From an optimization exercise on the open Yosys and OpenROAD flow, aimed at small area; shortcuts taken in it are not production practice. In this exercise RTL edits were held to simulation tests only and were not proved equivalent to the original. Power and IR drop assume default switching activity.

## pong
module pong(
  input   logic   CLK_DRV,
  input   logic   FPGA_RESET,
  input   logic   COIN_SW,
  input   logic   SW1A, SW1B,
  input   logic   PAD1_OUT, PAD2_OUT,
  output  logic   PAD_TRG_N,
  output  logic   CSYNC, VIDEO, SCORE,
  output  logic   SOUND
);
make LEC_CHECK=0 ABC_AREA=1 CAP_MARGIN=20 CORE_MARGIN=2 CORE_UTILIZATION=40 SLEW_MARGIN=20 finish   # period 20.0 ns
run.sh (not shown) runs the stock make flow with config.mk's settings and CLKGATE_MAP_FILE= SYNTH_SCRIPT=/design/flow/synth_recipe.tcl, a recipe that flattens the netlist after the stock synthesis.
The first run went through all stages and came out clean.
Rerun with:
ABC_AREA = not set   (was 1)
After rerunning: The changed run finished with timing, DRC and antenna clean; clock power shrinks by about 2%; first-iteration DRC count grows by about 20%; via count shrinks by 0.58%; combinational power shrinks by about 10%; sequential power hardly moves; non-clock buffer count is unchanged; clock-buffer cell count shrinks by 1; worst setup slack gets worse by 0.32 ns; utilization shrinks by 1.2 points.

pong, a different RTL version from the one above (not shown whole).
For scale: about 670 cells after synthesis, ~120 flip-flops, roughly 12 I/O pins.
Design pong, start of the top module:
module pong(
  input   logic   CLK_DRV,
  input   logic   FPGA_RESET,
  input   logic   COIN_SW,
  input   logic   SW1A, SW1B,
  input   logic   PAD1_OUT, PAD2_OUT,
  output  logic   PAD_TRG_N,
  output  logic   CSYNC, VIDEO, SCORE,
  output  logic   SOUND
);
  wire rst = FPGA_RESET;
  logic       c;                  
  logic [8:0] h_p;                
  logic       hrn_p;              
  logic [8:0] v_p;                
  logic       vrn_p;              
  logic       hbn_p;              
  logic       hbn_pp;             
  logic       hs_p;               
  logic       vbn_p;              
  logic [3:0] p1_p, p2_p;         
  logic       p1in_p, p2in_p;     
  logic       h3a_p;              
  logic [3:0] s1_p, s2_p;         
  logic       s1e_p, s2e_p;       
  logic       stop_g;             
  logic [3:0] f1_p;               
  logic       f1cq;               
  logic       h2a_p, h2b_p;       
  logic       h3b_p, h3bcq;       
  logic [3:0] g7_p, h7_p;         
  logic       g6b_p;
  logic [2:0] a5_p;               
  logic       a2a_p;              
  logic [3:0] b3_p, a3_p;         
  logic       f3a_p, c2a_p;       
  logic       q1c;                
  logic       b5b_p, b5bcq;       
  logic       coin_p, missn_p, attn_p, hit_p;
  logic hrn, hreset;
  logic [8:0] H;
  assign hrn    = c ? ~(h_p[1] & h_p[2] & h_p[6] & h_p[7] & h_p[8]) : hrn_p;
  assign hreset = ~hrn;
  assign H      = hreset ? 9'd0 : h_p + {8'd0, ~c};
  logic vrn, vreset;
  logic [8:0] V;
  assign vrn    = (hreset & hrn_p) ? ~(v_p[0] & v_p[2] & v_p[8]) : vrn_p;
  assign vreset = ~vrn;
  assign V      = vreset ? 9'd0 : v_p + {8'd0, hrn & ~hrn_p & vrn_p};
  ...
Settings: LEC_CHECK=0, CAP_MARGIN=20, CORE_MARGIN=2, CORE_UTILIZATION=40, CTS_BUF_LIST=sky130_fd_sc_hd__clkbuf_4, CTS_CLUSTER_DIAMETER=100, CTS_CLUSTER_SIZE=30, SLEW_MARGIN=20; clock period 20.0 ns.
The baseline completed without violations.
Change:
==> flow/flow/run.sh (new file) <==
#!/bin/bash
# Standard layout with three changes: cells are sized down after placement
# where the slack allows (flow/downsize.tcl), the clock tree is built of
# clkbuf_4 without dummy loads, and the port buffers are buf_1.
set -euo pipefail
export POST_RESIZE_TCL="$PWD/flow/downsize.tcl"
export CTS_ARGS="-sink_clustering_enable -repair_clock_nets -buf_list sky130_fd_sc_hd__clkbuf_4 -sink_clustering_size 30 -sink_clustering_max_diameter 100 -dont_use_dummy_load"
export BUFFER_PORTS_ARGS="-buffer_cell sky130_fd_sc_hd__buf_1"
bash standard.sh > standard.log 2>&1
==> flow/flow/downsize.tcl (new file) <==
# Hook run after the placement resizer (POST_RESIZE_TCL): the clock period
# leaves a lot of setup slack, so size cells down where timing allows, then
# repair any slew or capacitance violation this causes.
log_cmd estimate_parasitics -placement
log_cmd repair_timing -setup -recover_power 100 -setup_margin 2
log_cmd estimate_parasitics -placement
log_cmd repair_design -cap_margin 20 -slew_margin 20
report_design_area
==> flow/standard.sh (new file) <==
#!/bin/bash
# synth_recipe.tcl (not shown) runs the flow's synth.tcl, then flattens the netlist and writes it again
# the make line also repeats each setting of config.mk as NAME=value (left out here)
make -C /OpenROAD-flow-scripts/flow DESIGN_CONFIG=/design/flow/config.mk WORK_HOME=/design/flow/orfs CLKGATE_MAP_FILE= SYNTH_SCRIPT=/design/flow/synth_recipe.tcl "${@:-finish}"
ABC_AREA = 1   (was unset)
CTS_BUF_LIST = unset   (was sky130_fd_sc_hd__clkbuf_4)
CTS_CLUSTER_DIAMETER = unset   (was 100)
CTS_CLUSTER_SIZE = unset   (was 30)
removed: flow/run.sh
The changed run finished with timing, DRC and antenna clean.
Sequential cell count is unchanged.
Synthesized cell count goes up by roughly a tenth.
Final cell count rose by roughly a tenth.
Utilization is lower by 1.5 points.
Worst hold slack gets worse by 0.017 ns.
Die area went down by a few percent.
Register-to-register slack is better by 0.11 ns.
Change:
==> flow/flow/run.sh (replaced) <==
#!/bin/bash
# Standard layout with four changes: the combinational logic is re-mapped for
# area before global placement (flow/restructure.tcl), combinational cells
# are sized down to their smallest drive after placement (flow/downsize.tcl),
# the clock tree is built of clkbuf_4 without dummy loads, and the port
# buffers are buf_1.
set -euo pipefail
export PRE_GLOBAL_PLACE_TCL="$PWD/flow/restructure.tcl"
export POST_RESIZE_TCL="$PWD/flow/downsize.tcl"
export CTS_ARGS="-sink_clustering_enable -repair_clock_nets -buf_list sky130_fd_sc_hd__clkbuf_4 -sink_clustering_size 30 -sink_clustering_max_diameter 100 -dont_use_dummy_load"
export BUFFER_PORTS_ARGS="-buffer_cell sky130_fd_sc_hd__buf_1"
bash standard.sh > standard.log 2>&1
==> flow/flow/downsize.tcl (replaced) <==
# Hook run after the placement resizer (POST_RESIZE_TCL). The clock period
# leaves a lot of setup slack, so every combinational cell that synthesis
# mapped at a drive strength above the smallest is swapped for the smallest
# cell of the same function, then slew and capacitance are repaired again
# and timing is recovered where needed.
set n 0
foreach inst [get_cells *] {
  set master [get_property $inst ref_name]
  if { ![regexp {^(sky130_fd_sc_hd__[a-z0-9]+)_([0-9]+)$} $master -> base drive] } { continue }
  if { [regexp {df|dl|clk|tap|fill|decap|conb|diode} $base] } { continue }
  if { $drive <= 1 } { continue }
  foreach d {0 1} {
    if { $d >= $drive } { break }
    set cand [get_lib_cells -quiet */${base}_$d]
    if { [llength $cand] == 0 } { continue }
    if { [lsearch -exact $::env(DONT_USE_CELLS) ${base}_$d] >= 0 } { continue }
    replace_cell $inst [lindex $cand 0]
    incr n
    break
  }
}
puts "downsize: replaced $n cells"
log_cmd estimate_parasitics -placement
log_cmd repair_design -cap_margin 20 -slew_margin 20
log_cmd repair_timing -setup -setup_margin 0
report_design_area
==> flow/flow/restructure.tcl (new file) <==
# Hook run at the start of global placement, before the ports are buffered
# (PRE_GLOBAL_PLACE_TCL): re-map the combinational logic between the
# registers and ports for area with OpenROAD's restructure (ABC). Registers
# are not touched.
set_dont_use $::env(DONT_USE_CELLS)
set rmp_dir $::env(RESULTS_DIR)/rmp
file mkdir $rmp_dir
set tielo [join $::env(TIELO_CELL_AND_PORT) /]
set tiehi [join $::env(TIEHI_CELL_AND_PORT) /]
report_design_area
log_cmd restructure -target area -liberty_file [lindex $::env(LIB_FILES) 0] \
  -tielo_port $tielo -tiehi_port $tiehi -work_dir $rmp_dir -abc_logfile $rmp_dir/abc.log
report_design_area
Result: The changed run did not get past global placement (3_3_place_gp); synthesized cell count stays the same; synthesized area is unchanged.
Change:
==> flow/flow/run.sh (replaced) <==
#!/bin/bash
# Standard layout, with two changes: the clock tree is built without dummy
# loads (and with clkbuf_4 buffers), and the port buffers are the smallest buffer.
set -euo pipefail
export CTS_ARGS="-sink_clustering_enable -repair_clock_nets -buf_list sky130_fd_sc_hd__clkbuf_4 -sink_clustering_size 30 -sink_clustering_max_diameter 100 -dont_use_dummy_load"
export BUFFER_PORTS_ARGS="-buffer_cell sky130_fd_sc_hd__buf_1"
bash standard.sh > standard.log 2>&1
removed: flow/flow/downsize.tcl
removed: flow/flow/restructure.tcl
Result: With this change the flow went through all stages and came out clean. Synthesized cell count stays the same. Synthesized area is unchanged.

Setup of exp/nickel:
pong, a different RTL version from the one above (not shown whole).
Size: about 760 cells after synthesis, roughly 12 I/O pins, about 5700 um2 of cells after synthesis.
## pong
module pong(
  input   logic   CLK_DRV,
  input   logic   FPGA_RESET,
  input   logic   COIN_SW,
  input   logic   SW1A, SW1B,
  input   logic   PAD1_OUT, PAD2_OUT,
  output  logic   PAD_TRG_N,
  output  logic   CSYNC, VIDEO, SCORE,
  output  logic   SOUND
);
Settings: LEC_CHECK=0, ABC_AREA=1, CAP_MARGIN=20, CORE_MARGIN=2, CORE_UTILIZATION=40, SLEW_MARGIN=20; clock period 20.0 ns.
standard.sh (not shown) runs the stock make flow with config.mk's settings and CLKGATE_MAP_FILE= SYNTH_SCRIPT=/design/flow/synth_recipe.tcl, a recipe that flattens the netlist after the stock synthesis.
==> flow/flow/run.sh <==
#!/bin/bash
# Standard layout with four changes: the combinational logic is re-mapped for
# area before global placement (flow/restructure.tcl), combinational cells
# are sized down to their smallest drive after placement (flow/downsize.tcl),
# the clock tree is built of clkbuf_4 without dummy loads, and the port
# buffers are buf_1.
set -euo pipefail
export PRE_GLOBAL_PLACE_TCL="$PWD/flow/restructure.tcl"
export POST_RESIZE_TCL="$PWD/flow/downsize.tcl"
export CTS_ARGS="-sink_clustering_enable -repair_clock_nets -buf_list {sky130_fd_sc_hd__clkbuf_2 sky130_fd_sc_hd__clkbuf_4} -sink_clustering_size 30 -sink_clustering_max_diameter 100 -dont_use_dummy_load"
export BUFFER_PORTS_ARGS="-buffer_cell sky130_fd_sc_hd__buf_1"
bash standard.sh > standard.log 2>&1
Other scripts of this flow, unchanged in this note and not shown: flow/flow/downsize.tcl, flow/flow/restructure.tcl
Relative to exp/nickel, the following input files were edited for exp/pepper:
# exp/nickel
export LEC_CHECK = 0
export ABC_AREA = 1
export CAP_MARGIN = 20
export CORE_MARGIN = 2
export CORE_UTILIZATION = 40
export SLEW_MARGIN = 20
create_clock -name core_clock -period 20.0 [get_ports {CLK_DRV}]
# exp/pepper
export LEC_CHECK = 0
export CAP_MARGIN = 20
export CORE_MARGIN = 2
export CORE_UTILIZATION = 40
export SLEW_MARGIN = 20
create_clock -name core_clock -period 20.0 [get_ports {CLK_DRV}]
--- a/flow/flow/run.sh
+++ b/flow/flow/run.sh
@@ -9,3 +9,3 @@
 export POST_RESIZE_TCL="$PWD/flow/downsize.tcl"
-export CTS_ARGS="-sink_clustering_enable -repair_clock_nets -buf_list {sky130_fd_sc_hd__clkbuf_2 sky130_fd_sc_hd__clkbuf_4} -sink_clustering_size 30 -sink_clustering_max_diameter 100 -dont_use_dummy_load"
+export CTS_ARGS="-sink_clustering_enable -repair_clock_nets -buf_list sky130_fd_sc_hd__clkbuf_4 -sink_clustering_size 30 -sink_clustering_max_diameter 100 -dont_use_dummy_load"
 export BUFFER_PORTS_ARGS="-buffer_cell sky130_fd_sc_hd__buf_1"
Notes after the runs:
exp/nickel has lower detailed placer's ending HPWL than exp/pepper. Total wire length after detailed routing on exp/pepper is up relative to exp/nickel. Against exp/nickel, fmax in exp/pepper rose by more than 10%. Going from exp/nickel to exp/pepper, weighted congestion at the end of routability-driven global placement lost 2.5%; fraction of standard cell area in multi-input logic picked up an extra 1.1 points; switching power lost 0.00000043 W; post-route core utilization lost 1.4 points; overall power consumption neither gained nor lost much.
--- input diff exp/pepper..exp/harbor ---
# exp/pepper
export LEC_CHECK = 0
export CAP_MARGIN = 20
export CORE_MARGIN = 2
export CORE_UTILIZATION = 40
export SLEW_MARGIN = 20
create_clock -name core_clock -period 20.0 [get_ports {CLK_DRV}]
# exp/harbor
export LEC_CHECK = 0
export ABC_AREA = 1
export CAP_MARGIN = 20
export CORE_MARGIN = 2
export CORE_UTILIZATION = 40
export SLEW_MARGIN = 20
create_clock -name core_clock -period 20.0 [get_ports {CLK_DRV}]
--- a/flow/flow/run.sh
+++ b/flow/flow/run.sh
@@ -9,3 +9,3 @@
 export POST_RESIZE_TCL="$PWD/flow/downsize.tcl"
-export CTS_ARGS="-sink_clustering_enable -repair_clock_nets -buf_list sky130_fd_sc_hd__clkbuf_4 -sink_clustering_size 30 -sink_clustering_max_diameter 100 -dont_use_dummy_load"
+export CTS_ARGS="-sink_clustering_enable -repair_clock_nets -buf_list sky130_fd_sc_hd__clkbuf_4 -sink_clustering_size 12 -sink_clustering_max_diameter 60 -dont_use_dummy_load"
 export BUFFER_PORTS_ARGS="-buffer_cell sky130_fd_sc_hd__buf_1"
==> summary.txt <==
exp/harbor vs. exp/pepper: count of unique library cells instantiated by Yosys went down by 29. Setup slack in exp/harbor is smaller than in exp/pepper. Between exp/harbor and exp/pepper, the difference in cell-internal power is negligible. The proportion of layout cells with a drive suffix above 1 of exp/harbor and that of exp/pepper are within noise of each other. Compare exp/harbor and exp/pepper | sequential area share after synthesis higher: exp/harbor. Lower normalized max-slew margin goes to exp/pepper over exp/harbor. Relative to exp/pepper, proportion of power drawn by the clock network has increased by 0.2 points in exp/harbor. Compare exp/harbor and exp/pepper | wire length of the first global-routing pass higher: exp/pepper.
[inputs] exp/raven vs exp/harbor
--- a/flow/flow/run.sh
+++ b/flow/flow/run.sh
@@ -9,3 +9,3 @@
 export POST_RESIZE_TCL="$PWD/flow/downsize.tcl"
-export CTS_ARGS="-sink_clustering_enable -repair_clock_nets -buf_list sky130_fd_sc_hd__clkbuf_4 -sink_clustering_size 12 -sink_clustering_max_diameter 60 -dont_use_dummy_load"
+export CTS_ARGS="-sink_clustering_enable -repair_clock_nets -buf_list sky130_fd_sc_hd__clkbuf_4 -sink_clustering_size 30 -sink_clustering_max_diameter 100 -dont_use_dummy_load"
 export BUFFER_PORTS_ARGS="-buffer_cell sky130_fd_sc_hd__buf_1"
==> summary.txt <==
Taking exp/harbor as the reference, in exp/raven worst slack on hold paths neither gained nor lost much, pin count of the biggest net entering global routing neither gained nor lost much.
Status: core utilization parity (exp/raven, exp/harbor)
For portion of total power attributed to the clock network, exp/raven and exp/harbor come out practically identical.
From exp/harbor to exp/raven, number of failing setup endpoints in the final timing report did not move at all.
Total number of sequential cells came out exactly the same in exp/raven and exp/harbor.

==> separate check: timing with driven ports <==
The results above use ideal ports. As a check the final layouts listed here were re-extracted and re-timed, cells and wires unchanged. Step 1 (the two cells are an assumption about what drives the block):
set clk [get_ports {CLK_DRV}]
set_driving_cell -lib_cell sky130_fd_sc_hd__clkbuf_16 $clk
set_driving_cell -lib_cell sky130_fd_sc_hd__buf_2 [delete_from_list [all_inputs] $clk]
Step 2 also shifts input and output timing later by t, the mid clock arrival at the registers, as if the neighbouring blocks saw the same clock. a / b / c = ideal / step 1 / step 2; a / b = the first two.
| run | t (ns) | setup slack, ns | slew at the worst register clock pin (ns) |
|---|---|---|---|
| the first run of note 1 | 0.461 | 7.443 / 7.422 / 7.422 | 0.06 / 0.06 |
| the second run of note 1 | 0.454 | 7.127 / 7.107 / 7.107 | 0.06 / 0.06 |
| the first run of note 2 | 0.558 | 6.757 / 6.737 / 6.737 | 0.12 / 0.12 |
| the second run of note 2 | 0.550 | 7.667 / 7.647 / 7.647 | 0.11 / 0.11 |
| the fourth run of note 2 | 0.564 | 7.839 / 7.818 / 7.818 | 0.11 / 0.11 |
| exp/nickel | 0.532 | 5.405 / 5.386 / 5.386 | 0.10 / 0.10 |
| exp/pepper | 0.544 | 6.760 / 6.738 / 6.738 | 0.12 / 0.12 |
| exp/harbor | 0.532 | 5.405 / 5.386 / 5.386 | 0.10 / 0.10 |
| exp/raven | 0.532 | 5.405 / 5.386 / 5.386 | 0.10 / 0.10 |
After both steps setup and hold are still met in every run listed. The setup slack of exp/pepper, which loses most, moves by -0.022 ns with the drivers and by -0.022 ns with both steps.
